Background: an optimization exercise with open tools, aiming at small area, a short achievable clock period and few clock cycles. Do not read the settings as production practice. In this exercise RTL edits were held to simulation tests only and were not proved equivalent to the original.

**flow/flow/run.sh**
```bash
#!/bin/bash
# The standard layout, with one extra step between synthesis and floorplan:
# invopt.py removes the inverters that Yosys's full-adder extraction leaves between
# adders (see invopt.py). Each tool's output goes to a log of its own.
set -euo pipefail
R=orfs/results/$FLOW_PLATFORM/geofence/base
LIB=$FLOW_HOME/platforms/$FLOW_PLATFORM/lib/sky130_fd_sc_hd__tt_025C_1v80.lib
bash standard.sh synth > synth.log 2>&1
cp $R/1_2_yosys.v 1_2_yosys.synth.v
python3 flow/invopt.py $LIB 1_2_yosys.synth.v 1_2_yosys.invopt.v > invopt.log 2>&1
cp 1_2_yosys.invopt.v $R/1_2_yosys.v
bash standard.sh SETUP_SLACK_MARGIN=7.5 "BUFFER_PORTS_ARGS=-buffer_cell sky130_fd_sc_hd__buf_2" "CTS_ARGS=-sink_clustering_enable -repair_clock_nets -buf_list {sky130_fd_sc_hd__clkbuf_4 sky130_fd_sc_hd__clkbuf_8} -sink_clustering_size 20 -sink_clustering_max_diameter 60 -dont_use_dummy_load" finish > layout.log 2>&1
```
**flow/flow/invopt.py**
```python
#!/usr/bin/env python3
"""Polarity clean-up of a mapped sky130hd netlist (Yosys write_verilog output).

Yosys's extract_fa maps many full adders in inverted form (inverted inputs and outputs),
which leaves inverters between adders. A full adder is self-dual: FA(~a,~b,~c) gives
(~sum, ~cout). This script removes every inverter, then picks for each full adder whether
to use it inverted, and for some single-output gates whether to swap them for their
complement (and2 <-> nand2, ...), so that as few inverters as possible are needed; it
then adds one inverter per signal whose complement is still needed. The function of the
netlist and its registers are unchanged.

usage: invopt.py lib in.v out.v"""
import re, sys, random

lib_path, src, dst = sys.argv[1:4]
P = "sky130_fd_sc_hd__"

# cell areas and pin directions from the liberty file
areas, pins, cur, curpin = {}, {}, None, None
for line in open(lib_path):
    m = re.match(r'\s*cell \("(\w+)"\)', line)
    if m:
        cur = m.group(1); pins[cur] = {}; continue
    m = re.match(r'\s*area\s*:\s*([0-9.]+)', line)
    if m and cur and cur not in areas:
        areas[cur] = float(m.group(1))
    m = re.match(r'\s*pin \("(\w+)"\)', line)
    if m and cur:
        curpin = m.group(1); continue
    m = re.match(r'\s*direction\s*:\s*"?(\w+)"?', line)
    if m and cur and curpin:
        pins[cur][curpin] = m.group(1); curpin = None

PAIRS = [("and2", "nand2"), ("or2", "nor2"), ("xor2", "xnor2"), ("and3", "nand3"),
         ("or3", "nor3"), ("and4", "nand4"), ("or4", "nor4"), ("a21o", "a21oi"),
         ("o21a", "o21ai"), ("a22o", "a22oi"), ("o22a", "o22ai"), ("a211o", "a211oi"),
         ("o211a", "o211ai"), ("a31o", "a31oi"), ("o31a", "o31ai"), ("xor3", "xnor3"),
         ("buf", "inv"), ("clkbuf", "inv"), ("a221o", "a221oi"), ("o221a", "o221ai"),
         ("a41o", "a41oi"), ("o41a", "o41ai"), ("a32o", "a32oi"), ("o32a", "o32ai"),
         ("mux2", "mux2i")]
COMP = {}
for a, b, d in [(a, b, d) for a, b in PAIRS for d in ("_4", "_2", "_1")] + \
        [(b, a, d) for a, b in PAIRS for d in ("_4", "_2", "_1")]:
    x, y = P + a + d, P + b + "_1"
    if a == "inv":
        continue
    if x in pins and y in pins:
        ix = sorted(p for p, d in pins[x].items() if d == "input")
        iy = sorted(p for p, d in pins[y].items() if d == "input")
        ox = [p for p, d in pins[x].items() if d == "output"]
        oy = [p for p, d in pins[y].items() if d == "output"]
        if ix == iy and len(ox) == 1 and len(oy) == 1:
            COMP[x] = (y, ox[0], oy[0])
INV = re.compile(P + r"(inv|clkinv)_\d+$")
FA = P + "fa_1"
HA = P + "ha_1"

text = open(src).read()
mod = re.search(r"module\s+(\w+)\s*\((.*?)\);(.*)endmodule", text, re.S)
body = mod.group(3)
outputs = set()
for m in re.finditer(r"^\s*output\s+(\[[^\]]*\]\s*)?(\w+)\s*;", body, re.M):
    outputs.add(m.group(2))
inputs = set()
for m in re.finditer(r"^\s*input\s+(\[[^\]]*\]\s*)?(\w+)\s*;", body, re.M):
    inputs.add(m.group(2))

cell_re = re.compile(r"^\s*(" + P + r"\w+)\s+(\S+)\s*\((.*?)\);", re.M | re.S)
pin_re = re.compile(r"\.(\w+)\(\s*(.*?)\s*\)\s*(?:,|$)", re.S)
cells = []
for m in cell_re.finditer(body):
    t, name, conns = m.group(1), m.group(2), m.group(3)
    pc = [(p, n.strip()) for p, n in pin_re.findall(conns)]
    cells.append([t, name, pc])
if re.search(r"^\s*assign\s", body, re.M):
    sys.exit("netlist has assign statements")
other = cell_re.sub("", body)

def is_out(t, p):
    return pins[t].get(p) == "output"

# nets driven by inverters: net -> input net
inv_of = {}
for t, name, pc in cells:
    if INV.match(t):
        d = dict(pc); inv_of[d["Y"]] = d["A"]
def base(n):
    pol = 0
    while n in inv_of:
        n = inv_of[n]; pol ^= 1
    return n, pol

for o in outputs:
    if base(o)[1] or o in inv_of:
        sys.exit("output port driven by an inverter")

# variables: full adders (flip all pins) and complementable gates (flip the output)
var_of_cell = {}
driver_var = {}   # base net -> var index (its physical polarity)
nvar = 0
ctype = []
for i, (t, name, pc) in enumerate(cells):
    if INV.match(t):
        continue
    if t == FA or t in COMP or t == HA:
        var_of_cell[i] = nvar; ctype.append(t); nvar += 1
        if t != HA:
            for p, n in pc:
                if is_out(t, p):
                    driver_var[n] = var_of_cell[i]
val = [0] * nvar

# loads: (cell index, pin, base net, literal polarity, var of load or None)
loads = {}
for i, (t, name, pc) in enumerate(cells):
    if INV.match(t):
        continue
    for p, n in pc:
        if is_out(t, p):
            continue
        b, pol = base(n)
        v = var_of_cell[i] if t in (FA, HA) else None
        loads.setdefault(b, []).append((i, p, pol, v))
for o in outputs:
    loads.setdefault(o, []).append((None, o, 0, None))

sig_of_var = {}
for b in loads:
    if b in driver_var:
        sig_of_var.setdefault(driver_var[b], []).append(b)
for_var_loads = {}
for b, ls in loads.items():
    for (i, p, pol, v) in ls:
        if v is not None:
            for_var_loads.setdefault(v, set()).add(b)

inv_area = areas[P + "inv_1"]
def sig_cost(b):
    ph = val[driver_var[b]] if b in driver_var else 0
    need = False
    for (i, p, pol, v) in loads[b]:
        req = pol ^ (val[v] if v is not None else 0)
        if req != ph:
            need = True; break
    return inv_area if need else 0.0
def var_cost(v):
    t = ctype[v]
    if t == FA:
        return 0.0
    if t == HA:
        return (areas[P + "xor2_1"] + areas[P + "nor2_1"]) if val[v] else areas[t]
    return areas[COMP[t][0]] if val[v] else areas[t]
def touched(v):
    s = set(sig_of_var.get(v, [])) | for_var_loads.get(v, set())
    return s

total = sum(sig_cost(b) for b in loads) + sum(var_cost(v) for v in range(nvar))
start = total + inv_area * 0
orig = sum(areas[t] for t, n, pc in cells if INV.match(t) or t == FA or t in COMP)
order = list(range(nvar))
rng = random.Random(1)
def delta(v):
    ss = touched(v)
    before = sum(sig_cost(b) for b in ss) + var_cost(v)
    val[v] ^= 1
    after = sum(sig_cost(b) for b in ss) + var_cost(v)
    val[v] ^= 1
    return after - before
def descend():
    global total
    improved = True
    while improved:
        improved = False
        rng.shuffle(order)
        for v in order:
            d = delta(v)
            if d < -1e-9 or (d < 1e-9 and rng.random() < 0.3):
                val[v] ^= 1; total += d
                if d < -1e-9:
                    improved = True
descend()
best, best_val = total, list(val)
# simulated annealing over single flips, then a final descent from the best state
import math, os
steps = int(os.environ.get("SA_STEPS", "3000000"))
t0, t1 = 3.0, 0.05
for it in range(steps):
    T = t0 * (t1 / t0) ** (it / steps)
    v = rng.randrange(nvar)
    d = delta(v)
    if d < 1e-9 or rng.random() < math.exp(-d / T):
        val[v] ^= 1
        total += d
        if total < best - 1e-9:
            best, best_val = total, list(val)
val[:] = best_val
total = best
descend()
# rewrite
def W(n):
    return n + " " if n.startswith("\\") else n
new_cells = []
inv_net = {}
k = 0
for b in sorted(loads):
    ph = val[driver_var[b]] if b in driver_var else 0
    for (i, p, pol, v) in loads[b]:
        req = pol ^ (val[v] if v is not None else 0)
        if req != ph and b not in inv_net:
            k += 1
            inv_net[b] = f"invopt_{k}"
            new_cells.append(f"  {P}inv_1 invopt_c{k} (\n    .A({W(b)}),\n    .Y({inv_net[b]})\n  );")
conn = {}
for b, ls in loads.items():
    ph = val[driver_var[b]] if b in driver_var else 0
    for (i, p, pol, v) in ls:
        req = pol ^ (val[v] if v is not None else 0)
        net = b if req == ph else inv_net[b]
        if i is None:
            if net != p:
                sys.exit("output port polarity")
            continue
        conn[(i, p)] = net
conn = {k: W(n) for k, n in conn.items()}
out_cells = []
for i, (t, name, pc) in enumerate(cells):
    if INV.match(t):
        continue
    if t == HA and val[var_of_cell[i]]:
        d = dict(pc)
        a, b = conn[(i, "A")], conn[(i, "B")]
        if "SUM" in d:
            out_cells.append(f"  {P}xor2_1 {name}_s (\n    .A({a}),\n    .B({b}),\n    .X({W(d['SUM'])})\n  );")
        if "COUT" in d:
            out_cells.append(f"  {P}nor2_1 {name}_c (\n    .A({a}),\n    .B({b}),\n    .Y({W(d['COUT'])})\n  );")
        continue
    nt = t
    opin = {}
    if i in var_of_cell and t != FA and val[var_of_cell[i]]:
        nt, po, pn = COMP[t]
        opin[po] = pn
    items = []
    for p, n in pc:
        if is_out(t, p):
            items.append(f"    .{opin.get(p, p)}({W(n)})")
        else:
            items.append(f"    .{p}({conn[(i, p)]})")
    out_cells.append(f"  {nt} {name} (\n" + ",\n".join(items) + "\n  );")
decl = "\n".join(f"  wire {inv_net[b]};" for b in sorted(inv_net, key=lambda b: inv_net[b]))
newbody = other.rstrip() + "\n" + decl + "\n" + "\n".join(out_cells + new_cells) + "\n"
out = text[:mod.start(3)] + newbody + text[mod.end(3):]
open(dst, "w").write(out)
ninv0 = sum(1 for t, n, pc in cells if INV.match(t))
nflip = sum(1 for v in range(nvar) if val[v] and ctype[v] in (FA, HA))
ncomp = sum(1 for v in range(nvar) if val[v] and ctype[v] != FA)
sys.stderr.write(f"invopt: inverters {ninv0} -> {k}, adders flipped {nflip}, gates swapped {ncomp}, "
                 f"area of touched cells {orig:.1f} -> {total:.1f}\n")
```
**flow/standard.sh**
```bash
#!/bin/bash
# synth_recipe.tcl (not shown) runs the flow's synth.tcl, then flattens the netlist and writes it again
# the make line also repeats each setting of config.mk as NAME=value (left out here)
make -C /OpenROAD-flow-scripts/flow DESIGN_CONFIG=/design/flow/config.mk WORK_HOME=/design/flow/orfs CLKGATE_MAP_FILE= SYNTH_SCRIPT=/design/flow/synth_recipe.tcl "${@:-finish}"
```
**flow/config.mk**
```make
export PLATFORM = sky130hd
export DESIGN_NAME = geofence
export DESIGN_NICKNAME = geofence
export VERILOG_FILES = /design/flow/design.v
export SDC_FILE = /design/flow/constraint.sdc
export NUM_CORES = 4
export LEC_CHECK = 0
export CAP_MARGIN = 20
export CORE_MARGIN = 2
export CORE_UTILIZATION = 40
export CTS_BUF_LIST = sky130_fd_sc_hd__clkbuf_4 sky130_fd_sc_hd__clkbuf_8
export CTS_CLUSTER_DIAMETER = 60
export CTS_CLUSTER_SIZE = 20
export PLACE_DENSITY = 0.6
export SETUP_SLACK_MARGIN = 5
export SLEW_MARGIN = 20
```
**flow/constraint.sdc**
```tcl
create_clock -name core_clock -period 12.0 [get_ports {clk}]
set_input_delay 2.4000 -clock core_clock [delete_from_list [all_inputs] [get_ports {clk}]]
set_output_delay 2.4000 -clock core_clock [all_outputs]
set_load 0.01 [all_outputs]
```
**flow/design.v**
```verilog
module geofence(clk, reset, X, Y, valid, is_inside);
input clk;
input reset;
input [9:0] X;
input [9:0] Y;
output reg valid;
output reg is_inside;
reg [4:0] t;
reg [9:0] px, py;            
reg [19:0] buf0, buf1, buf2;   
reg sx, sy;                  
reg [9:0] mx, my;            
reg lsx, lsy, rsx, rsy;
reg [9:0] lmx, lmy, rmx, rmy;
reg ins;
reg [3:0] hp;                
reg [3:0] qo;                
reg [16:0] hx, hy;           
reg glo, plo;
reg an_r, anz_r;             
reg s0;                      
reg s2;                      
reg tr;                      
reg cr;                      
reg sel0, sel1;              
wire [4:0] tn = t + 5'd1;
always @(posedge clk or posedge reset) begin
    if (reset) begin
        s0 <= 1'b0; s2 <= 1'b0; tr <= 1'b0; cr <= 1'b0; sel0 <= 1'b0; sel1 <= 1'b0;
    end else begin
        s0 <= !valid && (tn == 5'd2 || tn == 5'd3 || tn == 5'd5 || tn == 5'd8 || tn == 5'd11 || tn == 5'd14);
        s2 <= !valid && (tn == 5'd5 || tn == 5'd8 || tn == 5'd11 || tn == 5'd14 || tn == 5'd17);
        tr <= !valid && (tn == 5'd7 || tn == 5'd10 || tn == 5'd13 || tn == 5'd16);
        cr <= !valid && tr;
        sel0 <= tn == 5'd2 || tn == 5'd8;
        sel1 <= tn == 5'd3 || tn == 5'd11;
    end
end
wire [19:0] vin = sel0 ? buf0 : sel1 ? buf1 : buf2;
wire [10:0] dx = {1'b0, vin[19:10]} - {1'b0, px};
wire [10:0] dy = {1'b0, vin[9:0]} - {1'b0, py};
wire [9:0] ax = (dx[9:0] ^ {10{dx[10]}}) + {9'd0, dx[10]};
wire [9:0] ay = (dy[9:0] ^ {10{dy[10]}}) + {9'd0, dy[10]};
wire [3:0] side = {Y < py, Y > py, X < px, X > px};
wire early_out = |(hp & side);
wire [3:0] quad = {side[0] & side[3], side[1] & side[3], side[1] & side[2], side[0] & side[2]};
wire early_in = &(qo | quad);
wire zx = mx == 10'd0, zy = my == 10'd0;
wire zlx = lmx == 10'd0, zly = lmy == 10'd0;
wire zrx = rmx == 10'd0, zry = rmy == 10'd0;
wire [9:0] umx = tr ? rmx : lmx, umy = tr ? rmy : lmy;
wire [16:0] hx_d, hy_d;
wire glo_d, plo_d, c_le, c_lt;
xs1 u1(.a(umx), .b(my), .c(umy), .d(mx), .hx(hx_d), .hy(hy_d), .glo(glo_d), .plo(plo_d));
xs2 u2(.hx(hx), .hy(hy), .glo(glo), .plo(plo), .le(c_le), .lt(c_lt));
wire c_s1 = (cr ? rsx : lsx) ^ sy, c_s2 = (cr ? rsy : lsy) ^ sx;
wire c_nz = cr ? (!(zrx || zy) || !(zry || zx)) : (!(zlx || zy) || !(zly || zx));
wire cn  = (c_s1 == c_s2) ? (c_s1 ? !c_le : c_lt) : (c_s1 && c_nz);    
wire cnz = (c_s1 == c_s2) ? (c_s1 ? !c_lt : c_le) : (c_s1 || !c_nz);   
wire an  = cr ? an_r : cn;
wire anz = cr ? anz_r : cnz;
wire bn  = !cnz;             
wire bnz = !cn;
wire opp = (!zx && (sx ^ lsx)) || (!zy && (sy ^ lsy));
wire hit = (zx && zy) || (an && bnz) || (anz && bn) || (anz && !an && bnz && !bn && opp);
wire newl = an && !bnz;       
wire newr = !anz && bn;       
wire early = t == 5'd6 && (ins || early_in || early_out);
wire last = s2 && t != 5'd5 && (ins || hit || t == 5'd17);
always @(posedge clk or posedge reset) begin
    if (reset) t <= 5'd0;
    else if (valid) t <= 5'd0;
    else t <= t + 5'd1;
end
always @(posedge clk) begin
    hx <= hx_d; hy <= hy_d; glo <= glo_d; plo <= plo_d;
    an_r <= cn; anz_r <= cnz;
    if (s0) begin
        sx <= dx[10]; mx <= ax;
        sy <= dy[10]; my <= ay;
    end
end
always @(posedge clk) begin
    if (t == 5'd0) begin
        px <= X;
        py <= Y;
    end
    if (t == 5'd1 || t == 5'd4) buf0 <= {X, Y};
    if (t == 5'd2 || t == 5'd5) buf1 <= {X, Y};
    if (t == 5'd3 || t == 5'd6) buf2 <= {X, Y};
    hp <= (t == 5'd1) ? side : hp & side;
    qo <= (t == 5'd1) ? quad : qo | quad;
    if (t == 5'd3) begin
        lsx <= sx; lmx <= mx; lsy <= sy; lmy <= my;
        rsx <= sx; rmx <= mx; rsy <= sy; rmy <= my;
        ins <= zx && zy;
    end else if (s2) begin
        if (hit) ins <= 1'b1;
        if (newl) begin lsx <= sx; lmx <= mx; lsy <= sy; lmy <= my; end
        if (newr) begin rsx <= sx; rmx <= mx; rsy <= sy; rmy <= my; end
    end
end
always @(posedge clk or posedge reset) begin
    if (reset) begin
        valid <= 1'b0;
        is_inside <= 1'b0;
    end else begin
        valid <= !valid && (early || last);
        is_inside <= early ? (ins || early_in) : (ins || hit);
    end
end
endmodule
module xs1(input [9:0] a, input [9:0] b, input [9:0] c, input [9:0] d,
           output [16:0] hx, output [16:0] hy, output glo, output plo);
wire t1 = (a[0] & b[9]) ^ ~(c[0] & d[9]) ^ (a[1] & b[8]);
wire t2 = ((a[0] & b[9]) & ~(c[0] & d[9])) | ((a[0] & b[9]) & (a[1] & b[8])) | (~(c[0] & d[9]) & (a[1] & b[8]));
wire t3 = (a[1] & b[9]) ^ ~(c[1] & d[9]);
wire t4 = (a[1] & b[9]) & ~(c[1] & d[9]);
wire t5 = (a[0] & b[6]) ^ ~(c[0] & d[6]) ^ (a[1] & b[5]);
wire t6 = ((a[0] & b[6]) & ~(c[0] & d[6])) | ((a[0] & b[6]) & (a[1] & b[5])) | (~(c[0] & d[6]) & (a[1] & b[5]));
wire t7 = (a[0] & b[7]) ^ ~(c[0] & d[7]) ^ (a[1] & b[6]);
wire t8 = ((a[0] & b[7]) & ~(c[0] & d[7])) | ((a[0] & b[7]) & (a[1] & b[6])) | (~(c[0] & d[7]) & (a[1] & b[6]));
wire t9 = ~(c[1] & d[6]) ^ (a[2] & b[5]) ^ ~(c[2] & d[5]);
wire t10 = (~(c[1] & d[6]) & (a[2] & b[5])) | (~(c[1] & d[6]) & ~(c[2] & d[5])) | ((a[2] & b[5]) & ~(c[2] & d[5]));
wire t11 = (a[3] & b[4]) ^ ~(c[3] & d[4]);
wire t12 = (a[3] & b[4]) & ~(c[3] & d[4]);
wire t13 = (a[0] & b[8]) ^ ~(c[0] & d[8]) ^ (a[1] & b[7]);
wire t14 = ((a[0] & b[8]) & ~(c[0] & d[8])) | ((a[0] & b[8]) & (a[1] & b[7])) | (~(c[0] & d[8]) & (a[1] & b[7]));
wire t15 = ~(c[1] & d[7]) ^ (a[2] & b[6]) ^ ~(c[2] & d[6]);
wire t16 = (~(c[1] & d[7]) & (a[2] & b[6])) | (~(c[1] & d[7]) & ~(c[2] & d[6])) | ((a[2] & b[6]) & ~(c[2] & d[6]));
wire t17 = (a[3] & b[5]) ^ ~(c[3] & d[5]) ^ (a[4] & b[4]);
wire t18 = ((a[3] & b[5]) & ~(c[3] & d[5])) | ((a[3] & b[5]) & (a[4] & b[4])) | (~(c[3] & d[5]) & (a[4] & b[4]));
wire t19 = ~(c[4] & d[4]) ^ (a[5] & b[3]) ^ ~(c[5] & d[3]);
wire t20 = (~(c[4] & d[4]) & (a[5] & b[3])) | (~(c[4] & d[4]) & ~(c[5] & d[3])) | ((a[5] & b[3]) & ~(c[5] & d[3]));
wire t21 = (a[6] & b[2]) ^ ~(c[6] & d[2]);
wire t22 = (a[6] & b[2]) & ~(c[6] & d[2]);
wire t23 = ~(c[1] & d[8]) ^ (a[2] & b[7]) ^ ~(c[2] & d[7]);
wire t24 = (~(c[1] & d[8]) & (a[2] & b[7])) | (~(c[1] & d[8]) & ~(c[2] & d[7])) | ((a[2] & b[7]) & ~(c[2] & d[7]));
wire t25 = (a[3] & b[6]) ^ ~(c[3] & d[6]) ^ (a[4] & b[5]);
wire t26 = ((a[3] & b[6]) & ~(c[3] & d[6])) | ((a[3] & b[6]) & (a[4] & b[5])) | (~(c[3] & d[6]) & (a[4] & b[5]));
wire t27 = ~(c[4] & d[5]) ^ (a[5] & b[4]) ^ ~(c[5] & d[4]);
wire t28 = (~(c[4] & d[5]) & (a[5] & b[4])) | (~(c[4] & d[5]) & ~(c[5] & d[4])) | ((a[5] & b[4]) & ~(c[5] & d[4]));
wire t29 = (a[6] & b[3]) ^ ~(c[6] & d[3]) ^ (a[7] & b[2]);
wire t30 = ((a[6] & b[3]) & ~(c[6] & d[3])) | ((a[6] & b[3]) & (a[7] & b[2])) | (~(c[6] & d[3]) & (a[7] & b[2]));
wire t31 = ~(c[7] & d[2]) ^ (a[8] & b[1]) ^ ~(c[8] & d[1]);
wire t32 = (~(c[7] & d[2]) & (a[8] & b[1])) | (~(c[7] & d[2]) & ~(c[8] & d[1])) | ((a[8] & b[1]) & ~(c[8] & d[1]));
wire t33 = (a[9] & b[0]) ^ ~(c[9] & d[0]);
wire t34 = (a[9] & b[0]) & ~(c[9] & d[0]);
wire t35 = (a[2] & b[8]) ^ ~(c[2] & d[8]) ^ (a[3] & b[7]);
wire t36 = ((a[2] & b[8]) & ~(c[2] & d[8])) | ((a[2] & b[8]) & (a[3] & b[7])) | (~(c[2] & d[8]) & (a[3] & b[7]));
wire t37 = ~(c[3] & d[7]) ^ (a[4] & b[6]) ^ ~(c[4] & d[6]);
wire t38 = (~(c[3] & d[7]) & (a[4] & b[6])) | (~(c[3] & d[7]) & ~(c[4] & d[6])) | ((a[4] & b[6]) & ~(c[4] & d[6]));
wire t39 = (a[5] & b[5]) ^ ~(c[5] & d[5]) ^ (a[6] & b[4]);
wire t40 = ((a[5] & b[5]) & ~(c[5] & d[5])) | ((a[5] & b[5]) & (a[6] & b[4])) | (~(c[5] & d[5]) & (a[6] & b[4]));
wire t41 = ~(c[6] & d[4]) ^ (a[7] & b[3]) ^ ~(c[7] & d[3]);
wire t42 = (~(c[6] & d[4]) & (a[7] & b[3])) | (~(c[6] & d[4]) & ~(c[7] & d[3])) | ((a[7] & b[3]) & ~(c[7] & d[3]));
wire t43 = (a[8] & b[2]) ^ ~(c[8] & d[2]) ^ (a[9] & b[1]);
wire t44 = ((a[8] & b[2]) & ~(c[8] & d[2])) | ((a[8] & b[2]) & (a[9] & b[1])) | (~(c[8] & d[2]) & (a[9] & b[1]));
wire t45 = ~(c[9] & d[1]) ^ 1'b1 ^ t2;
wire t46 = (~(c[9] & d[1]) & 1'b1) | (~(c[9] & d[1]) & t2) | (1'b1 & t2);
wire t47 = (a[2] & b[9]) ^ ~(c[2] & d[9]) ^ (a[3] & b[8]);
wire t48 = ((a[2] & b[9]) & ~(c[2] & d[9])) | ((a[2] & b[9]) & (a[3] & b[8])) | (~(c[2] & d[9]) & (a[3] & b[8]));
wire t49 = ~(c[3] & d[8]) ^ (a[4] & b[7]) ^ ~(c[4] & d[7]);
wire t50 = (~(c[3] & d[8]) & (a[4] & b[7])) | (~(c[3] & d[8]) & ~(c[4] & d[7])) | ((a[4] & b[7]) & ~(c[4] & d[7]));
wire t51 = (a[5] & b[6]) ^ ~(c[5] & d[6]) ^ (a[6] & b[5]);
wire t52 = ((a[5] & b[6]) & ~(c[5] & d[6])) | ((a[5] & b[6]) & (a[6] & b[5])) | (~(c[5] & d[6]) & (a[6] & b[5]));
wire t53 = ~(c[6] & d[5]) ^ (a[7] & b[4]) ^ ~(c[7] & d[4]);
wire t54 = (~(c[6] & d[5]) & (a[7] & b[4])) | (~(c[6] & d[5]) & ~(c[7] & d[4])) | ((a[7] & b[4]) & ~(c[7] & d[4]));
wire t55 = (a[8] & b[3]) ^ ~(c[8] & d[3]) ^ (a[9] & b[2]);
wire t56 = ((a[8] & b[3]) & ~(c[8] & d[3])) | ((a[8] & b[3]) & (a[9] & b[2])) | (~(c[8] & d[3]) & (a[9] & b[2]));
wire t57 = (a[3] & b[9]) ^ ~(c[3] & d[9]) ^ (a[4] & b[8]);
wire t58 = ((a[3] & b[9]) & ~(c[3] & d[9])) | ((a[3] & b[9]) & (a[4] & b[8])) | (~(c[3] & d[9]) & (a[4] & b[8]));
wire t59 = ~(c[4] & d[8]) ^ (a[5] & b[7]) ^ ~(c[5] & d[7]);
wire t60 = (~(c[4] & d[8]) & (a[5] & b[7])) | (~(c[4] & d[8]) & ~(c[5] & d[7])) | ((a[5] & b[7]) & ~(c[5] & d[7]));
wire t61 = (a[6] & b[6]) ^ ~(c[6] & d[6]) ^ (a[7] & b[5]);
wire t62 = ((a[6] & b[6]) & ~(c[6] & d[6])) | ((a[6] & b[6]) & (a[7] & b[5])) | (~(c[6] & d[6]) & (a[7] & b[5]));
wire t63 = (a[4] & b[9]) ^ ~(c[4] & d[9]) ^ (a[5] & b[8]);
wire t64 = ((a[4] & b[9]) & ~(c[4] & d[9])) | ((a[4] & b[9]) & (a[5] & b[8])) | (~(c[4] & d[9]) & (a[5] & b[8]));
wire t65 = (a[0] & b[4]) ^ ~(c[0] & d[4]) ^ (a[1] & b[3]);
wire t66 = ((a[0] & b[4]) & ~(c[0] & d[4])) | ((a[0] & b[4]) & (a[1] & b[3])) | (~(c[0] & d[4]) & (a[1] & b[3]));
wire t67 = (a[0] & b[5]) ^ ~(c[0] & d[5]) ^ (a[1] & b[4]);
wire t68 = ((a[0] & b[5]) & ~(c[0] & d[5])) | ((a[0] & b[5]) & (a[1] & b[4])) | (~(c[0] & d[5]) & (a[1] & b[4]));
wire t69 = ~(c[1] & d[4]) ^ (a[2] & b[3]) ^ ~(c[2] & d[3]);
wire t70 = (~(c[1] & d[4]) & (a[2] & b[3])) | (~(c[1] & d[4]) & ~(c[2] & d[3])) | ((a[2] & b[3]) & ~(c[2] & d[3]));
wire t71 = (a[3] & b[2]) ^ ~(c[3] & d[2]);
wire t72 = (a[3] & b[2]) & ~(c[3] & d[2]);
wire t73 = ~(c[1] & d[5]) ^ (a[2] & b[4]) ^ ~(c[2] & d[4]);
wire t74 = (~(c[1] & d[5]) & (a[2] & b[4])) | (~(c[1] & d[5]) & ~(c[2] & d[4])) | ((a[2] & b[4]) & ~(c[2] & d[4]));
wire t75 = (a[3] & b[3]) ^ ~(c[3] & d[3]) ^ (a[4] & b[2]);
wire t76 = ((a[3] & b[3]) & ~(c[3] & d[3])) | ((a[3] & b[3]) & (a[4] & b[2])) | (~(c[3] & d[3]) & (a[4] & b[2]));
wire t77 = ~(c[4] & d[2]) ^ (a[5] & b[1]) ^ ~(c[5] & d[1]);
wire t78 = (~(c[4] & d[2]) & (a[5] & b[1])) | (~(c[4] & d[2]) & ~(c[5] & d[1])) | ((a[5] & b[1]) & ~(c[5] & d[1]));
wire t79 = (a[6] & b[0]) ^ ~(c[6] & d[0]);
wire t80 = (a[6] & b[0]) & ~(c[6] & d[0]);
wire t81 = (a[4] & b[3]) ^ ~(c[4] & d[3]) ^ (a[5] & b[2]);
wire t82 = ((a[4] & b[3]) & ~(c[4] & d[3])) | ((a[4] & b[3]) & (a[5] & b[2])) | (~(c[4] & d[3]) & (a[5] & b[2]));
wire t83 = ~(c[5] & d[2]) ^ (a[6] & b[1]) ^ ~(c[6] & d[1]);
wire t84 = (~(c[5] & d[2]) & (a[6] & b[1])) | (~(c[5] & d[2]) & ~(c[6] & d[1])) | ((a[6] & b[1]) & ~(c[6] & d[1]));
wire t85 = (a[7] & b[0]) ^ ~(c[7] & d[0]) ^ 1'b1;
wire t86 = ((a[7] & b[0]) & ~(c[7] & d[0])) | ((a[7] & b[0]) & 1'b1) | (~(c[7] & d[0]) & 1'b1);
wire t87 = t6 ^ t7 ^ t9;
wire t88 = (t6 & t7) | (t6 & t9) | (t7 & t9);
wire t89 = (a[7] & b[1]) ^ ~(c[7] & d[1]) ^ (a[8] & b[0]);
wire t90 = ((a[7] & b[1]) & ~(c[7] & d[1])) | ((a[7] & b[1]) & (a[8] & b[0])) | (~(c[7] & d[1]) & (a[8] & b[0]));
wire t91 = ~(c[8] & d[0]) ^ 1'b1 ^ t8;
wire t92 = (~(c[8] & d[0]) & 1'b1) | (~(c[8] & d[0]) & t8) | (1'b1 & t8);
wire t93 = t10 ^ t12 ^ t13;
wire t94 = (t10 & t12) | (t10 & t13) | (t12 & t13);
wire t95 = t15 ^ t17 ^ t19;
wire t96 = (t15 & t17) | (t15 & t19) | (t17 & t19);
wire t97 = 1'b1 ^ t1 ^ t14;
wire t98 = (1'b1 & t1) | (1'b1 & t14) | (t1 & t14);
wire t99 = t16 ^ t18 ^ t20;
wire t100 = (t16 & t18) | (t16 & t20) | (t18 & t20);
wire t101 = t22 ^ t23 ^ t25;
wire t102 = (t22 & t23) | (t22 & t25) | (t23 & t25);
wire t103 = t27 ^ t29 ^ t31;
wire t104 = (t27 & t29) | (t27 & t31) | (t29 & t31);
wire t105 = t3 ^ t24 ^ t26;
wire t106 = (t3 & t24) | (t3 & t26) | (t24 & t26);
wire t107 = t28 ^ t30 ^ t32;
wire t108 = (t28 & t30) | (t28 & t32) | (t30 & t32);
wire t109 = t34 ^ t35 ^ t37;
wire t110 = (t34 & t35) | (t34 & t37) | (t35 & t37);
wire t111 = t39 ^ t41 ^ t43;
wire t112 = (t39 & t41) | (t39 & t43) | (t41 & t43);
wire t113 = ~(c[9] & d[2]) ^ t4 ^ t36;
wire t114 = (~(c[9] & d[2]) & t4) | (~(c[9] & d[2]) & t36) | (t4 & t36);
wire t115 = t38 ^ t40 ^ t42;
wire t116 = (t38 & t40) | (t38 & t42) | (t40 & t42);
wire t117 = t44 ^ t46 ^ t47;
wire t118 = (t44 & t46) | (t44 & t47) | (t46 & t47);
wire t119 = t49 ^ t51 ^ t53;
wire t120 = (t49 & t51) | (t49 & t53) | (t51 & t53);
wire t121 = ~(c[7] & d[5]) ^ (a[8] & b[4]) ^ ~(c[8] & d[4]);
wire t122 = (~(c[7] & d[5]) & (a[8] & b[4])) | (~(c[7] & d[5]) & ~(c[8] & d[4])) | ((a[8] & b[4]) & ~(c[8] & d[4]));
wire t123 = (a[9] & b[3]) ^ ~(c[9] & d[3]) ^ t48;
wire t124 = ((a[9] & b[3]) & ~(c[9] & d[3])) | ((a[9] & b[3]) & t48) | (~(c[9] & d[3]) & t48);
wire t125 = t50 ^ t52 ^ t54;
wire t126 = (t50 & t52) | (t50 & t54) | (t52 & t54);
wire t127 = t56 ^ t57 ^ t59;
wire t128 = (t56 & t57) | (t56 & t59) | (t57 & t59);
wire t129 = ~(c[5] & d[8]) ^ (a[6] & b[7]) ^ ~(c[6] & d[7]);
wire t130 = (~(c[5] & d[8]) & (a[6] & b[7])) | (~(c[5] & d[8]) & ~(c[6] & d[7])) | ((a[6] & b[7]) & ~(c[6] & d[7]));
wire t131 = (a[7] & b[6]) ^ ~(c[7] & d[6]) ^ (a[8] & b[5]);
wire t132 = ((a[7] & b[6]) & ~(c[7] & d[6])) | ((a[7] & b[6]) & (a[8] & b[5])) | (~(c[7] & d[6]) & (a[8] & b[5]));
wire t133 = ~(c[8] & d[5]) ^ (a[9] & b[4]) ^ ~(c[9] & d[4]);
wire t134 = (~(c[8] & d[5]) & (a[9] & b[4])) | (~(c[8] & d[5]) & ~(c[9] & d[4])) | ((a[9] & b[4]) & ~(c[9] & d[4]));
wire t135 = t58 ^ t60 ^ t62;
wire t136 = (t58 & t60) | (t58 & t62) | (t60 & t62);
wire t137 = (a[5] & b[9]) ^ ~(c[5] & d[9]) ^ (a[6] & b[8]);
wire t138 = ((a[5] & b[9]) & ~(c[5] & d[9])) | ((a[5] & b[9]) & (a[6] & b[8])) | (~(c[5] & d[9]) & (a[6] & b[8]));
wire t139 = ~(c[6] & d[8]) ^ (a[7] & b[7]) ^ ~(c[7] & d[7]);
wire t140 = (~(c[6] & d[8]) & (a[7] & b[7])) | (~(c[6] & d[8]) & ~(c[7] & d[7])) | ((a[7] & b[7]) & ~(c[7] & d[7]));
wire t141 = (a[8] & b[6]) ^ ~(c[8] & d[6]) ^ (a[9] & b[5]);
wire t142 = ((a[8] & b[6]) & ~(c[8] & d[6])) | ((a[8] & b[6]) & (a[9] & b[5])) | (~(c[8] & d[6]) & (a[9] & b[5]));
wire t143 = (a[6] & b[9]) ^ ~(c[6] & d[9]) ^ (a[7] & b[8]);
wire t144 = ((a[6] & b[9]) & ~(c[6] & d[9])) | ((a[6] & b[9]) & (a[7] & b[8])) | (~(c[6] & d[9]) & (a[7] & b[8]));
wire t145 = (a[0] & b[2]) ^ ~(c[0] & d[2]);
wire t146 = (a[0] & b[2]) & ~(c[0] & d[2]);
wire t147 = (a[0] & b[3]) ^ ~(c[0] & d[3]) ^ (a[1] & b[2]);
wire t148 = ((a[0] & b[3]) & ~(c[0] & d[3])) | ((a[0] & b[3]) & (a[1] & b[2])) | (~(c[0] & d[3]) & (a[1] & b[2]));
wire t149 = ~(c[1] & d[2]) ^ (a[2] & b[1]) ^ ~(c[2] & d[1]);
wire t150 = (~(c[1] & d[2]) & (a[2] & b[1])) | (~(c[1] & d[2]) & ~(c[2] & d[1])) | ((a[2] & b[1]) & ~(c[2] & d[1]));
wire t151 = ~(c[1] & d[3]) ^ (a[2] & b[2]) ^ ~(c[2] & d[2]);
wire t152 = (~(c[1] & d[3]) & (a[2] & b[2])) | (~(c[1] & d[3]) & ~(c[2] & d[2])) | ((a[2] & b[2]) & ~(c[2] & d[2]));
wire t153 = (a[3] & b[1]) ^ ~(c[3] & d[1]) ^ (a[4] & b[0]);
wire t154 = ((a[3] & b[1]) & ~(c[3] & d[1])) | ((a[3] & b[1]) & (a[4] & b[0])) | (~(c[3] & d[1]) & (a[4] & b[0]));
wire t155 = ~(c[4] & d[0]) ^ 1'b1;
wire t156 = ~(c[4] & d[0]) & 1'b1;
wire t157 = (a[4] & b[1]) ^ ~(c[4] & d[1]) ^ (a[5] & b[0]);
wire t158 = ((a[4] & b[1]) & ~(c[4] & d[1])) | ((a[4] & b[1]) & (a[5] & b[0])) | (~(c[4] & d[1]) & (a[5] & b[0]));
wire t159 = ~(c[5] & d[0]) ^ 1'b1 ^ t66;
wire t160 = (~(c[5] & d[0]) & 1'b1) | (~(c[5] & d[0]) & t66) | (1'b1 & t66);
wire t161 = t67 ^ t69 ^ t71;
wire t162 = (t67 & t69) | (t67 & t71) | (t69 & t71);
wire t163 = 1'b1 ^ t5 ^ t68;
wire t164 = (1'b1 & t5) | (1'b1 & t68) | (t5 & t68);
wire t165 = t70 ^ t72 ^ t73;
wire t166 = (t70 & t72) | (t70 & t73) | (t72 & t73);
wire t167 = t75 ^ t77 ^ t79;
wire t168 = (t75 & t77) | (t75 & t79) | (t77 & t79);
wire t169 = t11 ^ t74 ^ t76;
wire t170 = (t11 & t74) | (t11 & t76) | (t74 & t76);
wire t171 = t78 ^ t80 ^ t81;
wire t172 = (t78 & t80) | (t78 & t81) | (t80 & t81);
wire t173 = t83 ^ t85 ^ t87;
wire t174 = (t83 & t85) | (t83 & t87) | (t85 & t87);
wire t175 = t21 ^ t82 ^ t84;
wire t176 = (t21 & t82) | (t21 & t84) | (t82 & t84);
wire t177 = t86 ^ t88 ^ t89;
wire t178 = (t86 & t88) | (t86 & t89) | (t88 & t89);
wire t179 = t91 ^ t93 ^ t95;
wire t180 = (t91 & t93) | (t91 & t95) | (t93 & t95);
wire t181 = t33 ^ t90 ^ t92;
wire t182 = (t33 & t90) | (t33 & t92) | (t90 & t92);
wire t183 = t94 ^ t96 ^ t97;
wire t184 = (t94 & t96) | (t94 & t97) | (t96 & t97);
wire t185 = t99 ^ t101 ^ t103;
wire t186 = (t99 & t101) | (t99 & t103) | (t101 & t103);
wire t187 = t45 ^ t98 ^ t100;
wire t188 = (t45 & t98) | (t45 & t100) | (t98 & t100);
wire t189 = t102 ^ t104 ^ t105;
wire t190 = (t102 & t104) | (t102 & t105) | (t104 & t105);
wire t191 = t107 ^ t109 ^ t111;
wire t192 = (t107 & t109) | (t107 & t111) | (t109 & t111);
wire t193 = t55 ^ t106 ^ t108;
wire t194 = (t55 & t106) | (t55 & t108) | (t106 & t108);
wire t195 = t110 ^ t112 ^ t113;
wire t196 = (t110 & t112) | (t110 & t113) | (t112 & t113);
wire t197 = t115 ^ t117 ^ t119;
wire t198 = (t115 & t117) | (t115 & t119) | (t117 & t119);
wire t199 = t61 ^ t114 ^ t116;
wire t200 = (t61 & t114) | (t61 & t116) | (t114 & t116);
wire t201 = t118 ^ t120 ^ t121;
wire t202 = (t118 & t120) | (t118 & t121) | (t120 & t121);
wire t203 = t123 ^ t125 ^ t127;
wire t204 = (t123 & t125) | (t123 & t127) | (t125 & t127);
wire t205 = t63 ^ t122 ^ t124;
wire t206 = (t63 & t122) | (t63 & t124) | (t122 & t124);
wire t207 = t126 ^ t128 ^ t129;
wire t208 = (t126 & t128) | (t126 & t129) | (t128 & t129);
wire t209 = t131 ^ t133 ^ t135;
wire t210 = (t131 & t133) | (t131 & t135) | (t133 & t135);
wire t211 = ~(c[9] & d[5]) ^ t64 ^ t130;
wire t212 = (~(c[9] & d[5]) & t64) | (~(c[9] & d[5]) & t130) | (t64 & t130);
wire t213 = t132 ^ t134 ^ t136;
wire t214 = (t132 & t134) | (t132 & t136) | (t134 & t136);
wire t215 = t137 ^ t139 ^ t141;
wire t216 = (t137 & t139) | (t137 & t141) | (t139 & t141);
wire t217 = ~(c[7] & d[8]) ^ (a[8] & b[7]) ^ ~(c[8] & d[7]);
wire t218 = (~(c[7] & d[8]) & (a[8] & b[7])) | (~(c[7] & d[8]) & ~(c[8] & d[7])) | ((a[8] & b[7]) & ~(c[8] & d[7]));
wire t219 = (a[9] & b[6]) ^ ~(c[9] & d[6]) ^ t138;
wire t220 = ((a[9] & b[6]) & ~(c[9] & d[6])) | ((a[9] & b[6]) & t138) | (~(c[9] & d[6]) & t138);
wire t221 = t140 ^ t142 ^ t143;
wire t222 = (t140 & t142) | (t140 & t143) | (t142 & t143);
wire t223 = (a[7] & b[9]) ^ ~(c[7] & d[9]) ^ (a[8] & b[8]);
wire t224 = ((a[7] & b[9]) & ~(c[7] & d[9])) | ((a[7] & b[9]) & (a[8] & b[8])) | (~(c[7] & d[9]) & (a[8] & b[8]));
wire t225 = ~(c[8] & d[8]) ^ (a[9] & b[7]) ^ ~(c[9] & d[7]);
wire t226 = (~(c[8] & d[8]) & (a[9] & b[7])) | (~(c[8] & d[8]) & ~(c[9] & d[7])) | ((a[9] & b[7]) & ~(c[9] & d[7]));
wire t227 = (a[0] & b[1]) ^ ~(c[0] & d[1]);
wire t228 = (a[0] & b[1]) & ~(c[0] & d[1]);
wire t229 = (a[1] & b[1]) ^ ~(c[1] & d[1]) ^ (a[2] & b[0]);
wire t230 = ((a[1] & b[1]) & ~(c[1] & d[1])) | ((a[1] & b[1]) & (a[2] & b[0])) | (~(c[1] & d[1]) & (a[2] & b[0]));
wire t231 = ~(c[2] & d[0]) ^ 1'b1;
wire t232 = ~(c[2] & d[0]) & 1'b1;
wire t233 = (a[3] & b[0]) ^ ~(c[3] & d[0]) ^ 1'b1;
wire t234 = ((a[3] & b[0]) & ~(c[3] & d[0])) | ((a[3] & b[0]) & 1'b1) | (~(c[3] & d[0]) & 1'b1);
wire t235 = t146 ^ t147 ^ t149;
wire t236 = (t146 & t147) | (t146 & t149) | (t147 & t149);
wire t237 = t65 ^ t148 ^ t150;
wire t238 = (t65 & t148) | (t65 & t150) | (t148 & t150);
wire t239 = t151 ^ t153 ^ t155;
wire t240 = (t151 & t153) | (t151 & t155) | (t153 & t155);
wire t241 = t152 ^ t154 ^ t156;
wire t242 = (t152 & t154) | (t152 & t156) | (t154 & t156);
wire t243 = t157 ^ t159 ^ t161;
wire t244 = (t157 & t159) | (t157 & t161) | (t159 & t161);
wire t245 = t158 ^ t160 ^ t162;
wire t246 = (t158 & t160) | (t158 & t162) | (t160 & t162);
wire t247 = t163 ^ t165 ^ t167;
wire t248 = (t163 & t165) | (t163 & t167) | (t165 & t167);
wire t249 = t164 ^ t166 ^ t168;
wire t250 = (t164 & t166) | (t164 & t168) | (t166 & t168);
wire t251 = t169 ^ t171 ^ t173;
wire t252 = (t169 & t171) | (t169 & t173) | (t171 & t173);
wire t253 = t170 ^ t172 ^ t174;
wire t254 = (t170 & t172) | (t170 & t174) | (t172 & t174);
wire t255 = t175 ^ t177 ^ t179;
wire t256 = (t175 & t177) | (t175 & t179) | (t177 & t179);
wire t257 = t176 ^ t178 ^ t180;
wire t258 = (t176 & t178) | (t176 & t180) | (t178 & t180);
wire t259 = t181 ^ t183 ^ t185;
wire t260 = (t181 & t183) | (t181 & t185) | (t183 & t185);
wire t261 = t182 ^ t184 ^ t186;
wire t262 = (t182 & t184) | (t182 & t186) | (t184 & t186);
wire t263 = t187 ^ t189 ^ t191;
wire t264 = (t187 & t189) | (t187 & t191) | (t189 & t191);
wire t265 = t188 ^ t190 ^ t192;
wire t266 = (t188 & t190) | (t188 & t192) | (t190 & t192);
wire t267 = t193 ^ t195 ^ t197;
wire t268 = (t193 & t195) | (t193 & t197) | (t195 & t197);
wire t269 = t194 ^ t196 ^ t198;
wire t270 = (t194 & t196) | (t194 & t198) | (t196 & t198);
wire t271 = t199 ^ t201 ^ t203;
wire t272 = (t199 & t201) | (t199 & t203) | (t201 & t203);
wire t273 = t200 ^ t202 ^ t204;
wire t274 = (t200 & t202) | (t200 & t204) | (t202 & t204);
wire t275 = t205 ^ t207 ^ t209;
wire t276 = (t205 & t207) | (t205 & t209) | (t207 & t209);
wire t277 = t206 ^ t208 ^ t210;
wire t278 = (t206 & t208) | (t206 & t210) | (t208 & t210);
wire t279 = t211 ^ t213 ^ t215;
wire t280 = (t211 & t213) | (t211 & t215) | (t213 & t215);
wire t281 = t212 ^ t214 ^ t216;
wire t282 = (t212 & t214) | (t212 & t216) | (t214 & t216);
wire t283 = t217 ^ t219 ^ t221;
wire t284 = (t217 & t219) | (t217 & t221) | (t219 & t221);
wire t285 = t144 ^ t218 ^ t220;
wire t286 = (t144 & t218) | (t144 & t220) | (t218 & t220);
wire t287 = t222 ^ t223 ^ t225;
wire t288 = (t222 & t223) | (t222 & t225) | (t223 & t225);
wire t289 = (a[8] & b[9]) ^ ~(c[8] & d[9]) ^ (a[9] & b[8]);
wire t290 = ((a[8] & b[9]) & ~(c[8] & d[9])) | ((a[8] & b[9]) & (a[9] & b[8])) | (~(c[8] & d[9]) & (a[9] & b[8]));
wire t291 = ~(c[9] & d[8]) ^ t224 ^ t226;
wire t292 = (~(c[9] & d[8]) & t224) | (~(c[9] & d[8]) & t226) | (t224 & t226);
wire t293 = (a[1] & b[0]) ^ ~(c[1] & d[0]);
wire t294 = (a[1] & b[0]) & ~(c[1] & d[0]);
wire t295 = t145 ^ t228 ^ t229;
wire t296 = (t145 & t228) | (t145 & t229) | (t228 & t229);
wire t297 = t230 ^ t232 ^ t233;
wire t298 = (t230 & t232) | (t230 & t233) | (t232 & t233);
wire t299 = t234 ^ t236 ^ t237;
wire t300 = (t234 & t236) | (t234 & t237) | (t236 & t237);
wire t301 = t238 ^ t240 ^ t241;
wire t302 = (t238 & t240) | (t238 & t241) | (t240 & t241);
wire t303 = t242 ^ t244 ^ t245;
wire t304 = (t242 & t244) | (t242 & t245) | (t244 & t245);
wire t305 = t246 ^ t248 ^ t249;
wire t306 = (t246 & t248) | (t246 & t249) | (t248 & t249);
wire t307 = t250 ^ t252 ^ t253;
wire t308 = (t250 & t252) | (t250 & t253) | (t252 & t253);
wire t309 = t254 ^ t256 ^ t257;
wire t310 = (t254 & t256) | (t254 & t257) | (t256 & t257);
wire t311 = t258 ^ t260 ^ t261;
wire t312 = (t258 & t260) | (t258 & t261) | (t260 & t261);
wire t313 = t262 ^ t264 ^ t265;
wire t314 = (t262 & t264) | (t262 & t265) | (t264 & t265);
wire t315 = t266 ^ t268 ^ t269;
wire t316 = (t266 & t268) | (t266 & t269) | (t268 & t269);
wire t317 = t270 ^ t272 ^ t273;
wire t318 = (t270 & t272) | (t270 & t273) | (t272 & t273);
wire t319 = t274 ^ t276 ^ t277;
wire t320 = (t274 & t276) | (t274 & t277) | (t276 & t277);
wire t321 = t278 ^ t280 ^ t281;
wire t322 = (t278 & t280) | (t278 & t281) | (t280 & t281);
wire t323 = t282 ^ t284 ^ t285;
wire t324 = (t282 & t284) | (t282 & t285) | (t284 & t285);
wire t325 = t286 ^ t288 ^ t289;
wire t326 = (t286 & t288) | (t286 & t289) | (t288 & t289);
wire t327 = (a[9] & b[9]) ^ ~(c[9] & d[9]) ^ t290;
wire t328 = ((a[9] & b[9]) & ~(c[9] & d[9])) | ((a[9] & b[9]) & t290) | (~(c[9] & d[9]) & t290);
wire t329 = 1'b1 ^ t227;
wire t330 = 1'b1 & t227;
wire t331 = t231 ^ t294 ^ t295;
wire t332 = (t231 & t294) | (t231 & t295) | (t294 & t295);
wire t333 = t235 ^ t296 ^ t297;
wire t334 = (t235 & t296) | (t235 & t297) | (t296 & t297);
wire t335 = t239 ^ t298 ^ t299;
wire t336 = (t239 & t298) | (t239 & t299) | (t298 & t299);
wire t337 = t243 ^ t300 ^ t301;
wire t338 = (t243 & t300) | (t243 & t301) | (t300 & t301);
wire t339 = t247 ^ t302 ^ t303;
wire t340 = (t247 & t302) | (t247 & t303) | (t302 & t303);
wire t341 = t251 ^ t304 ^ t305;
wire t342 = (t251 & t304) | (t251 & t305) | (t304 & t305);
wire t343 = t255 ^ t306 ^ t307;
wire t344 = (t255 & t306) | (t255 & t307) | (t306 & t307);
wire t345 = t259 ^ t308 ^ t309;
wire t346 = (t259 & t308) | (t259 & t309) | (t308 & t309);
wire t347 = t263 ^ t310 ^ t311;
wire t348 = (t263 & t310) | (t263 & t311) | (t310 & t311);
wire t349 = t267 ^ t312 ^ t313;
wire t350 = (t267 & t312) | (t267 & t313) | (t312 & t313);
wire t351 = t271 ^ t314 ^ t315;
wire t352 = (t271 & t314) | (t271 & t315) | (t314 & t315);
wire t353 = t275 ^ t316 ^ t317;
wire t354 = (t275 & t316) | (t275 & t317) | (t316 & t317);
wire t355 = t279 ^ t318 ^ t319;
wire t356 = (t279 & t318) | (t279 & t319) | (t318 & t319);
wire t357 = t283 ^ t320 ^ t321;
wire t358 = (t283 & t320) | (t283 & t321) | (t320 & t321);
wire t359 = t287 ^ t322 ^ t323;
wire t360 = (t287 & t322) | (t287 & t323) | (t322 & t323);
wire t361 = t291 ^ t324 ^ t325;
wire t362 = (t291 & t324) | (t291 & t325) | (t324 & t325);
wire t363 = t292 ^ t326 ^ t327;
wire t364 = (t292 & t326) | (t292 & t327) | (t326 & t327);
wire [20:0] x = {1'b1, t328, t362, t360, t358, t356, t354, t352, t350, t348, t346, t344, t342, t340, t338, t336, t334, t332, t330, t293, (a[0] & b[0])};
wire [20:0] y = {1'b0, t364, t363, t361, t359, t357, t355, t353, t351, t349, t347, t345, t343, t341, t339, t337, t335, t333, t331, t329, ~(c[0] & d[0])};
assign hx = x[20:4];
assign hy = y[20:4];
wire [3:0] g = x[3:0] & y[3:0];
wire [3:0] p = x[3:0] | y[3:0];
wire lG1 = g[1] | (p[1] & g[0]);
wire lP1 = p[1] & p[0];
wire lG2 = g[3] | (p[3] & g[2]);
wire lP2 = p[3] & p[2];
wire lG3 = lG2 | (lP2 & lG1);
wire lP3 = lP2 & lP1;
assign glo = lG3;
assign plo = lP3;
endmodule
module xs2(input [16:0] hx, input [16:0] hy, input glo, input plo, output le, output lt);
wire [15:0] g = hx[15:0] & hy[15:0];
wire [15:0] p = hx[15:0] | hy[15:0];
wire hG1 = g[1] | (p[1] & g[0]);
wire hP1 = p[1] & p[0];
wire hG2 = g[3] | (p[3] & g[2]);
wire hP2 = p[3] & p[2];
wire hG3 = hG2 | (hP2 & hG1);
wire hP3 = hP2 & hP1;
wire hG4 = g[5] | (p[5] & g[4]);
wire hP4 = p[5] & p[4];
wire hG5 = g[7] | (p[7] & g[6]);
wire hP5 = p[7] & p[6];
wire hG6 = hG5 | (hP5 & hG4);
wire hP6 = hP5 & hP4;
wire hG7 = hG6 | (hP6 & hG3);
wire hP7 = hP6 & hP3;
wire hG8 = g[9] | (p[9] & g[8]);
wire hP8 = p[9] & p[8];
wire hG9 = g[11] | (p[11] & g[10]);
wire hP9 = p[11] & p[10];
wire hG10 = hG9 | (hP9 & hG8);
wire hP10 = hP9 & hP8;
wire hG11 = g[13] | (p[13] & g[12]);
wire hP11 = p[13] & p[12];
wire hG12 = g[15] | (p[15] & g[14]);
wire hP12 = p[15] & p[14];
wire hG13 = hG12 | (hP12 & hG11);
wire hP13 = hP12 & hP11;
wire hG14 = hG13 | (hP13 & hG10);
wire hP14 = hP13 & hP10;
wire hG15 = hG14 | (hP14 & hG7);
wire hP15 = hP14 & hP7;
wire top = hx[16] ^ hy[16];
wire gall = hG15 | (hP15 & glo);
wire pall = hP15 & plo;
assign le = top ^ gall;
assign lt = top ^ (gall | pall);
endmodule
```
==> impl_metrics.csv, run 1 <==
group,metric,value,unit
outcome,status,"finished clean",
floorplan,die_h,190.9,um
global_routing,grt_pass1_vias,9144,
drt,vias,8694,
critical_path,cp_common_cell,"fa_1",
critical_path,crit_path_top_delay_cell,"fa_1",
sta,clock.fmax,0.2275,GHz
placed_design,hpwl,22320,um
sta,drv_slew,0,
drt,ant_nets,0,
floorplan,initial_core_util,40.57,%
critical_path,crit_fanout,12,
finish,final_core_util,43.50,%
clock_tree,cts_hold_buf,0,
global_routing,grt_usage,17.41,%
global_routing,grt_max_degree,41,
logic_synthesis,synth_area,13980,sq um
sta,fin_tns_setup,0,ns
job,maxCapViolCount,0,
clock_tree,clkLatencyLatePin,0.60,ns
drt,via_per_inst,5.260,
sta,fin_skew,0.1343,ns
floorplan,rows,68,
global_routing,grt_antenna_before_repair,0,
clock_tree,cts_tree,"built",
sta,period_needed,4.396,ns
clock_tree,root_buffer,"clkbuf_8",
critical_path,cp-start-kind,"register",
sta,rsz0062_at_grt,"true",
floorplan,die_area,36460,sq um
drt,drc,0,
sta,setup_viol,0,
sta,max_slew_margin,41.46,%
clock_tree,numCtsBuffers,22,
critical_path,cpPeakStageDelay,0.59,ns
placed_design,io_buffers,23,
clock_tree,clk_pin_slew_worst_paths,0.07,ns
finish,n_fill_cell,3197,
drt,routedWlPerCell,18.60,um
global_routing,grt_pass1_wl,49380,um
floorplan,die_w,190.9,um
critical_path,cp.required,12.35,ns
floorplan,io_pins,24,
logic_synthesis,syn_area_per_cell,11.90,sq um
drt,drt-total-wl,30750,um
finish,num_antenna_cells,0,
finish,fin_nets,1436,
clock_tree,h-tree-depth,1,
critical_path,critPathCaptureType,"register",
global_routing,overflow,0,
drt,drt_first_iter_violations,526,
critical_path,worst-setup-path-type,"reg -> reg",
clock_tree,cts_buffer_depth,3,
logic_synthesis,syn_nets,1411,
sta,hold_violations,0,
logic_synthesis,yosysWarnings,1,
critical_path,rrSetupSlack,7.60,ns
worst_hold_path,hp-class,"reg -> reg",
sta,min_period_over_period,36.63,%
clock_tree,cts.sinks,204,
critical_path,worstPathArrival,4.75,ns
finish,drive_above_1_share,8.347,%
placed_design,gp_congestion,0.7815,
finish,area_growth_syn_to_layout,7.233,%
critical_path,crit_path_cell_trace,"buf_4 -> mux2_2 -> and2_1 -> fa_1 -> fa_1 -> fa_1 -> fa_1 -> fa_1 -> fa_1",
logic_synthesis,netlist_instances,1175,
floorplan,fp.coreArea,34460,sq um
drt,dr.pass1.iters,5,
sta,worstMarginPinSlew,0.8781,ns
## layout by cell type (no fill, tap or decap), types with 23 or more instances in the layout
cell,count
a21oi_1,35
and2_1,102
buf_2,23
clkbuf_8,23
dfxtp_1,44
edfxtp_1,147
fa_1,165
ha_1,49
inv_1,57
mux2i_1,29
nand2_1,142
nand3_1,25
nor2_1,63
o21ai_0,30
xnor2_1,30
xor2_1,26
## state kept, by name (all words and copies together) (netlist names), 16 cells and up
signal and flops:
buf2 20, buf1 20, buf0 20, hx 16, hy 16
## metal layers
metal	global-route usage (%)	up-vias	wire length [um]	share of wire, %
li1	-	4060	-	-
met3	2.166	47	1100	3.6
met2	29.68	173	15140	49
met4	5.188	0	774	2.5
met1	23.29	4414	13740	45
met5	0	-	0	0
## worst paths after layout
path,depth (start not counted),to,startpoint
worst max register to register,9,hy[7],tr
worst min register to register,1,qo[2],qo[2]
worst max-delay path,9,hy[7],tr
min in group asynchronous,2,t[2],reset
worst min-delay path,1,qo[2],qo[2]
max in group asynchronous,2,tr,reset
## per-stage QoR
stage / hold slack, ns / area [sq um] / cells / setup slack (ns)
after floorplan: 0.4194 / 13980 / 1175 / 7.559
after global placement: 0.4359 / 14600 / 1626 / 7.191
after detailed placement: 0.4333 / 14600 / 1626 / 7.147
after CTS: 0.4574 / 14910 / 1648 / 7.504
after global routing: 0.4648 / 14990 / 1653 / 7.483
final: 0.4513 / 14990 / 1653 / 7.604
## final cells by class
class	count	area, sq um	share of cell area (%)
multi-input cells	879	8056	53.75
flip-flops and latches	204	5624	37.52
well taps	455	569.3	3.798
clock buffers	22	302.8	2.020
repair buffers	36	222.7	1.486
inverters	57	214.0	1.427
## critical path: cells and delay by family, from the launching register on
family	cells	cell delay, ns
fa+ha+maj	6	2.85
buf+inv	1	0.16
flops	1	0.56
mux	1	0.38
simple gates	1	0.22
## what timing repair did
action | CTS | global route
gates resized for setup | 2 | 10
setup endpoints to repair | 19 | 13
endpoints found under the hold margin | 0 | 0
buffers inserted | 0 | 5
Testbench counts, summed over its fixed seeds: cycles 79,733.
==> run 2: changes to the inputs <==
--- a/flow/design.v
+++ b/flow/design.v
@@ -27,12 +27,11 @@
 always @(posedge clk or posedge reset) begin
-    if (reset) begin
-        s0 <= 1'b0; s2 <= 1'b0; tr <= 1'b0; cr <= 1'b0; sel0 <= 1'b0; sel1 <= 1'b0;
-    end else begin
-        s0 <= !valid && (tn == 5'd2 || tn == 5'd3 || tn == 5'd5 || tn == 5'd8 || tn == 5'd11 || tn == 5'd14);
-        s2 <= !valid && (tn == 5'd5 || tn == 5'd8 || tn == 5'd11 || tn == 5'd14 || tn == 5'd17);
-        tr <= !valid && (tn == 5'd7 || tn == 5'd10 || tn == 5'd13 || tn == 5'd16);
-        cr <= !valid && tr;
-        sel0 <= tn == 5'd2 || tn == 5'd8;
-        sel1 <= tn == 5'd3 || tn == 5'd11;
-    end
+    if (reset) s2 <= 1'b0;
+    else s2 <= !valid && (tn == 5'd5 || tn == 5'd8 || tn == 5'd11 || tn == 5'd14 || tn == 5'd17);
+end
+always @(posedge clk) begin
+    s0 <= !valid && (tn == 5'd2 || tn == 5'd3 || tn == 5'd5 || tn == 5'd8 || tn == 5'd11 || tn == 5'd14);
+    tr <= !valid && (tn == 5'd7 || tn == 5'd10 || tn == 5'd13 || tn == 5'd16);
+    cr <= !valid && tr;
+    sel0 <= tn == 5'd2 || tn == 5'd8;
+    sel1 <= tn == 5'd3 || tn == 5'd11;
 end
==> impl_metrics.csv, run 2 <==
group,metric,value,unit
critical_path,cp-start-kind,"register",
critical_path,critPathCaptureType,"register",
clock_tree,clk_pin_slew_worst_paths,0.11,ns
sta,hold_violations,0,
sta,fin_skew,0.07385,ns
worst_hold_path,hp-class,"reg -> reg",
critical_path,endpoint,"hy[5]",
sta,max_slew_margin,39.93,%
finish,reg_top3,"buf0: 20 flops, buf1: 20 flops, buf2: 20 flops",
critical_path,rrSetupSlack,7.67,ns
finish,area_growth_syn_to_layout,6.492,%
job,maxCapViolCount,0,
floorplan,rows,68,
drt,ant_nets,0,
clock_tree,h-tree-depth,1,
placed_design,place_ws,7.126,ns
placed_design,hpwl,22060,um
drt,vias,8626,
clock_tree,cts_hold_buf,0,
clock_tree,clkLatencyLatePin,0.56,ns
placed_design,gp_congestion,0.8015,
finish,drive_above_1_share,7.835,%
global_routing,grt_pass1_wl,49630,um
floorplan,io_pins,24,
sta,fin_tns_setup,0,ns
sta,min_period_over_period,36.05,%
drt,via_per_inst,5.253,
sta,clock.fmax,0.2312,GHz
floorplan,die_w,190.8,um
clock_tree,cts_tree,"built",
floorplan,die_h,190.8,um
finish,layout_commonest_cell,"fa_1",
critical_path,cp.required,12.39,ns
drt,drt-total-wl,30030,um
global_routing,grt_pass1_vias,9339,
clock_tree,root_buffer,"clkbuf_8",
critical_path,worst-setup-path-type,"reg -> reg",
floorplan,die_area,36390,sq um
outcome,status,"finished clean",
placed_design,placed_cell_area,14570,sq um
sta,period_needed,4.326,ns
global_routing,overflow,0,
sta,setup_viol,0,
sta,worstMarginPinSlew,0.8998,ns
clock_tree,cts.sinks,204,
critical_path,reg2reg_from,"tr",
global_routing,grt_antenna_before_repair,1,
logic_synthesis,synth_area,13950,sq um
placed_design,io_buffers,23,
sta,timing.final.ws_setup,7.674,ns
global_routing,grt_usage,17.45,%
logic_synthesis,yosysWarnings,1,
critical_path,crit_fanout,21,
sta,rsz0062_at_grt,"false",
clock_tree,cts_buffer_depth,3,
floorplan,initial_core_util,40.49,%
sta,drv_slew,0,
finish,num_antenna_cells,0,
critical_path,worstPathArrival,4.71,ns
drt,drt_first_iter_violations,546,
drt,drc,0,
finish,n_fill_cell,3226,
floorplan,fp.coreArea,34460,sq um
logic_synthesis,syn_nets,1408,
clock_tree,numCtsBuffers,20,
logic_synthesis,syn_area_per_cell,11.90,sq um
finish,fin_nets,1424,
drt,routedWlPerCell,18.29,um
critical_path,reg2reg_depth,8,
drt,dr.pass1.iters,5,
finish,post-route-cell-area,14860,sq um
critical_path,crit_path_start,"tr",
finish,seq_area,5599,sq um
finish,multiInputGateArea,8034,sq um
global_routing,grt_max_degree,41,
finish,layout_common_cells,"165 x fa_1, 147 x edfxtp_1, 143 x nand2_1, 102 x and2_1, 57 x nor2_1",
logic_synthesis,netlist_instances,1173,
critical_path,worstReg2RegEnd,"hy[5]",
-- run 2: how the worst min path moves through the flow --
stage / from / end / depth (start not counted)
after global placement: qo[2] / qo[2] / 1
after CTS: qo[2] / qo[2] / 1
after global routing: qo[2] / qo[2] / 1
after detailed placement: qo[2] / qo[2] / 1
after floorplan: qo[2] / qo[2] / 1
final: qo[2] / qo[2] / 1
-- run 2: layout make-up --
type / instances / area share, %
flip-flops and latches: 204 / 37.68
clock buffers: 20 / 1.852
multi-input cells: 877 / 54.07
inverters: 56 / 1.415
repair buffers: 30 / 1.154
well taps: 455 / 3.831
-- run 2: critical path: stages, from the launching register on --
cell     delay [ns]
dfxtp_4        0.53
mux2_2         0.45
and2_1         0.20
fa_1           0.52
fa_1           0.52
fa_1           0.53
fa_1           0.46
fa_1           0.53
fa_1           0.40
-- run 2: what timing repair did --
action / CTS / global route
setup endpoints to repair: 19 / 14
setup buffers: 0 / 0
pin swaps: 0 / 0
resized for setup: 1 / 3
-- run 2: stage by stage --
| step | hold WS, ns | std cells | util [%] |
|---|---|---|---|
| after CTS | 0.4630 | 1642 | 43.09 |
| after floorplan | 0.4194 | 1173 | - |
| after detailed placement | 0.4359 | 1622 | 42.29 |
| after global placement | 0.4353 | 1622 | 42.29 |
| after global routing | 0.4749 | 1642 | 43.12 |
| final | 0.4599 | 1642 | 43.12 |
-- run 2: metal layers --
metal / vias up / global-route usage (%) / share of wire [%]
met3: 57 / 2.337 / 3.7
met4: 0 / 5.128 / 2.8
met1: 4348 / 22.82 / 45
met5: - / 0 / 0
met2: 173 / 30.21 / 49
li1: 4048 / - / -
Testbench counts of run 2, summed over its fixed seeds: cycles 79,733.

## afterwards: timing with drivers on the ports
In the flow no input, the clock included, has a driving cell. The finished layouts below were timed again as built, in two steps. Step 1 sets driving cells, clkbuf_16 on the clock port and buf_2 on the other inputs (assumed; they add their load-dependent delay and slew). Step 2 also shifts input and output timing later by t, the mid clock arrival at the registers, as if the neighbouring blocks saw the same clock. Three values: ideal, step 1, step 2; two values: the first two.
run	shift t [ns]	slack for setup (ns)	hold slack, ns
run 1	0.585	7.604 / 7.604 / 7.211	0.451 / 0.451 / 0.451
run 2	0.569	7.674 / 7.674 / 7.172	0.460 / 0.460 / 0.460
After both steps setup and hold are still met in every run listed. For run 2, which loses most, drivers alone change the setup slack by 0.000 ns; drivers and shift together by -0.502 ns.
